Source: an optimization exercise on an open RTL-to-GDS flow (aim: small area, a short achievable clock period and few clock cycles per item). Production flows keep margins and buffers that such runs may drop. Only the layout flow was run in this run; the RTL was not checked for function there.

File: flow/design.v
module multiplier_iterative(
    input clk,
    input logic valid_in,
    input logic[31:0] a,
    input logic[31:0] b,
    output logic valid_out,
    output logic[63:0] r
);
    logic [31:0] mc;                    
    logic [2:0] n;                      
    wire [3:0] ga = {|a[31:25], |a[31:17], |a[31:9], |a[31:1]};
    wire [3:0] gb = {|b[31:25], |b[31:17], |b[31:9], |b[31:1]};
    wire [3:0] ha = {|a[31:24], |a[31:16], |a[31:8], |a[31:0]};
    wire [3:0] hb = {|b[31:24], |b[31:16], |b[31:8], |b[31:0]};
    wire la = |(ha & ~ga);              
    wire lb = |(hb & ~gb);
    wire swap = |(ga & ~gb);            
    wire [3:0] gm = ga & gb;
    wire [31:0] mp = swap ? b : a;
    wire [31:0] mcs = swap ? a : b;
    wire lm = swap ? lb : la;
    logic [63:0] start;
    always @(*) begin
        if (gm[3])      start = {mp, 32'd0};
        else if (gm[2]) start = {mp[23:0], 40'd0};
        else if (gm[1]) start = {mp[15:0], 48'd0};
        else if (gm[0]) start = {mp[7:0], 56'd0};
        else            start = 64'd0;
        if (lm) start[31:0] = mcs;
    end
    wire [2:0] nm = {1'b0, gm[0]} + {1'b0, gm[1]} + {1'b0, gm[2]} + {1'b0, gm[3]};
    always_ff @(posedge clk) begin
        if (valid_in) begin
            mc <= mcs;
            r <= start;
            n <= nm;
            valid_out <= !gm[0];
        end else if (!valid_out) begin
            r <= (r << 8) + mc * r[63:56];
            n <= n - 1'b1;
            if (n == 3'd1) valid_out <= 1'b1;
        end
    end
endmodule
File: flow/run.sh
#!/bin/bash
# synth_recipe.tcl (not shown) runs the flow's synth.tcl, then flattens the netlist and writes it again
# the make line also repeats each setting of config.mk as NAME=value (left out here)
make -C /OpenROAD-flow-scripts/flow DESIGN_CONFIG=/design/flow/config.mk WORK_HOME=/design/flow/orfs CLKGATE_MAP_FILE= SYNTH_SCRIPT=/design/flow/synth_recipe.tcl finish
File: flow/config.mk
export PLATFORM = sky130hd
export DESIGN_NAME = multiplier_iterative
export DESIGN_NICKNAME = multiplier_iterative
export VERILOG_FILES = /design/flow/design.v
export SDC_FILE = /design/flow/constraint.sdc
export NUM_CORES = 4
export LEC_CHECK = 0
export CAP_MARGIN = 20
export CORE_MARGIN = 2
export CORE_UTILIZATION = 75
export SLEW_MARGIN = 20
File: flow/constraint.sdc
create_clock -name core_clock -period 6.0 [get_ports {clk}]
set_input_delay 1.2000 -clock core_clock [delete_from_list [all_inputs] [get_ports {clk}]]
set_output_delay 1.2000 -clock core_clock [all_outputs]
set_load 0.01 [all_outputs]
==> results.toml <==
[route]
drtIter0Drc = 1994
drc_errors = 0
first_pass_iters = 8
viasPerCell = 6.747
via_count = 13339
wl_per_cell_um = 24.53
wl_um = 48500
drtAntennaViolNets = 0

[logic_synthesis]
yosys.area_share.simple_pct = 16.56
synth_top_area_cell = "fa_1"
synth_xor_area_share_pct = 3.143
synth_top_family_by_area = "adder cells"
yosysSeqAreaShare_pct = 20.26
syn_area_mm2 = 0.01477
synth-main-ff-cell = "edfxtp_1"
yosys_warnings = 1
synth_area_per_cell_um2 = 9.300
synth_adder_area_share_pct = 34.84
synth_cell_types = 66
synthTopCellsByArea = "fa_1 29%, edfxtp_1 20%, and2_1 8.3%, inv_1 7.9%, ha_1 6.1%"
synth_mux_area_share_pct = 3.516
synth-compound-area-share_pct = 11.98
ys_ff_latch = 100
syn_nets = 1938
synth.top_cell.area_share_pct = 28.74
synth-edff-count = 99
synthCells = 1588
async_reset_ff_share_pct = 0

[sta]
fin_tns_setup_ns = 0
hold_viol = 0
rsz0062_at_grt = "false"
maxSlewViolCount = 0
fin_skew_ns = 0.01652
max_slew_margin_pct = 42.63
setup_viol = 0
fin_crit_ns = 5.834
fin_crit_sh_pct = 97.24
tightest_slew_ns = 0.8605
max_freq_mhz = 171.4

[cts]
clock-sinks = 100
numCtsBuffers = 9
clock_latency_ns = 0.38
clk_transition_reported_paths_ns = 0.07
cts_buffer_depth = 2
root_buffer = "clkbuf_16"
cts_tree = "done"
post_cts_buffers = 0
post_cts_resize_count = 0
cts_hold_buf = 0
htree_num_levels = 3

[global_route]
use_met3_pct = 16.72
use_met2_pct = 75.43
grt_start_max_net_pins = 78
globalRouteMet1Util_pct = 59.56
grt_remaining_overflow = 0
antenna_found_initial = 1
grt_pass1_wl_um = 75420
busiest_layer = "met2"
grt_use_total_pct = 48.99
grt_pass1_vias = 13998

[floorplanning]
die_area_mm2 = 0.02083
die_h_um = 144.3
initial_core_util_pct = 76.14
die_w_um = 144.3
io_pins = 131
core_area_mm2 = 0.01940
std_cell_rows = 51

[worst_setup_path]
critPathMaxFanout = 33
cp-start-kind = "flip-flop"
worst_r2r_endpoint = "r[30]"
r2r_setup_slack_ns = 0.17
reg2reg_from = "r[58]"
r2r_cells = 19
required_ns = 6.08
arrival_ns = 5.92
cp-end-kind = "flip-flop"
path_class = "flip-flop to flip-flop"

[layout]
antenna_cells = 0
mostFrequentLayoutCell = "inv_1"
nets = 2057
area_growth_pct = 13.87
fin_cells = 1977
final_cell_mix = "311 x inv_1, 212 x fa_1, 195 x and2_1"
fill_cells = 1032
drive_gt1_share_pct = 4.556

[hold_path]
hp-start = "valid_out"
min_to = "valid_out"
holdCritPathClass = "flip-flop to flip-flop"
worstHoldPathCells = 2

[job]
maxCapViolations = 0

[placed_design]
place_inst = 1961
portBuffers = 130
hpwl_um = 36380
gp_congestion = 1.042

[status]
outcome = "no timing/DRC/antenna violations"
==> sequential cells by signal (all words and copies together) (netlist names) <==
register and count:
r 64, mc 32, n 3, valid_out 1
==> worst max-delay path, cell delays in order (launching register included) <==
cell and delay, ns:
edfxtp_1 0.32, buf_4 0.40, nand2_1 0.14, fa_1 0.51
fa_1 0.52, inv_1 0.08, fa_1 0.58, inv_1 0.08
fa_1 0.50, inv_1 0.05, ha_1 0.33, o21a_1 0.13
o31a_1 0.20, o311ai_1 0.15, o21ai_1 0.32, o21ai_0 0.12
and2_1 0.22, o41ai_1 0.48, xnor2_1 0.27, o22ai_1 0.14
==> stage by stage <==
stage	utilization [%]	hold WS (ns)	area, um2	worst slack (ns)
after CTS	86.62	0.5621	16800	0.2985
after global routing	86.69	0.6097	16820	0.01130
after floorplan	-	0.5425	14770	0.7736
final	86.69	0.5554	16820	0.1655
after detailed placement	85.11	0.5375	16510	0.3244
after global placement	85.11	0.5184	16510	0.4532
==> layer usage <==
metal / up-vias / share of wire (%)
met1: 6372 / 33
met3: 359 / 13
met2: 1192 / 46
met4: 2 / 7.7
li1: 5414 / -
met5: - / 0.027
==> cell usage after synthesis (4+ instances only) <==
master,instances
o2bb2ai_1,4
nor4_1,11
and2_1,195
a211oi_1,21
nor3_1,19
a21oi_1,62
mux2i_1,41
nor4_2,4
xor2_1,22
and4_1,4
nand2_1,133
nand3_1,18
o221ai_1,4
xnor2_1,31
a21o_1,27
and3_1,10
nand4_1,12
fa_1,212
o22ai_1,51
o21a_1,10
o31ai_1,4
a31oi_1,11
buf_2,5
or4_1,4
clkbuf_1,53
ha_1,72
inv_1,311
o21ai_0,28
nand2b_1,4
nor2_1,34
o21ai_1,17
edfxtp_1,99
==> worst max-delay path by stage <==
stage | start | endpoint | slack [ns] | cells after the start
floorplan | r[56] | r[53] | 0.77 | 20
global placement | r[58] | r[35] | 0.45 | 18
detailed placement | r[58] | r[35] | 0.32 | 18
CTS | r[58] | r[35] | 0.30 | 18
global route | r[61] | r[30] | 0.01 | 18
finish | r[58] | r[30] | 0.17 | 19
==> cell families after synthesis <==
kind of cell / Yosys count
DFF: 100
and+or+nand+nor: 457
muxes: 47
AOI/OAI and AO/OA: 273
xor gates and xnor gates: 53
buffers and inverters: 374
adders and majority gates: 284
==> final cells by class <==
class | count | area [um2] | share of cell area, %
clock inverter | 6 | 65.06 | 0.3869
sequential | 100 | 2993 | 17.80
multi-input combinational | 1114 | 10380 | 61.71
timing repair buffer | 170 | 1649 | 9.806
clock buffer | 10 | 229.0 | 1.362
inverter | 312 | 1171 | 6.964
tap | 265 | 331.6 | 1.972

## separate check: timing with driven ports
In the flow no input, the clock included, has a driving cell. The finished layout below was timed again as built, in two steps. Step 1 assumes that a clkbuf_16 drives the clock port and a buf_2 every other input. Step 2 adds t to the input delays and takes it off the output delays; t is the mean of the earliest and latest rising clock arrival at the registers after step 1. Input paths then give back, and output paths get back, about the clock's delay inside the block. Three values: ideal ports, drivers, drivers and shift; two values: the first two.
shift t [ns]: 0.411
slack for setup (ns): 0.166 / 0.166 / 0.166
worst setup path after step 2: register to register
latest minus earliest clock arrival (ns): 0.016 / 0.017
cell pins on the clock port's net: 1
After both steps this run still meets setup and hold. The setup slack of this run moves by 0.000 ns with the drivers and by 0.000 ns with both steps.
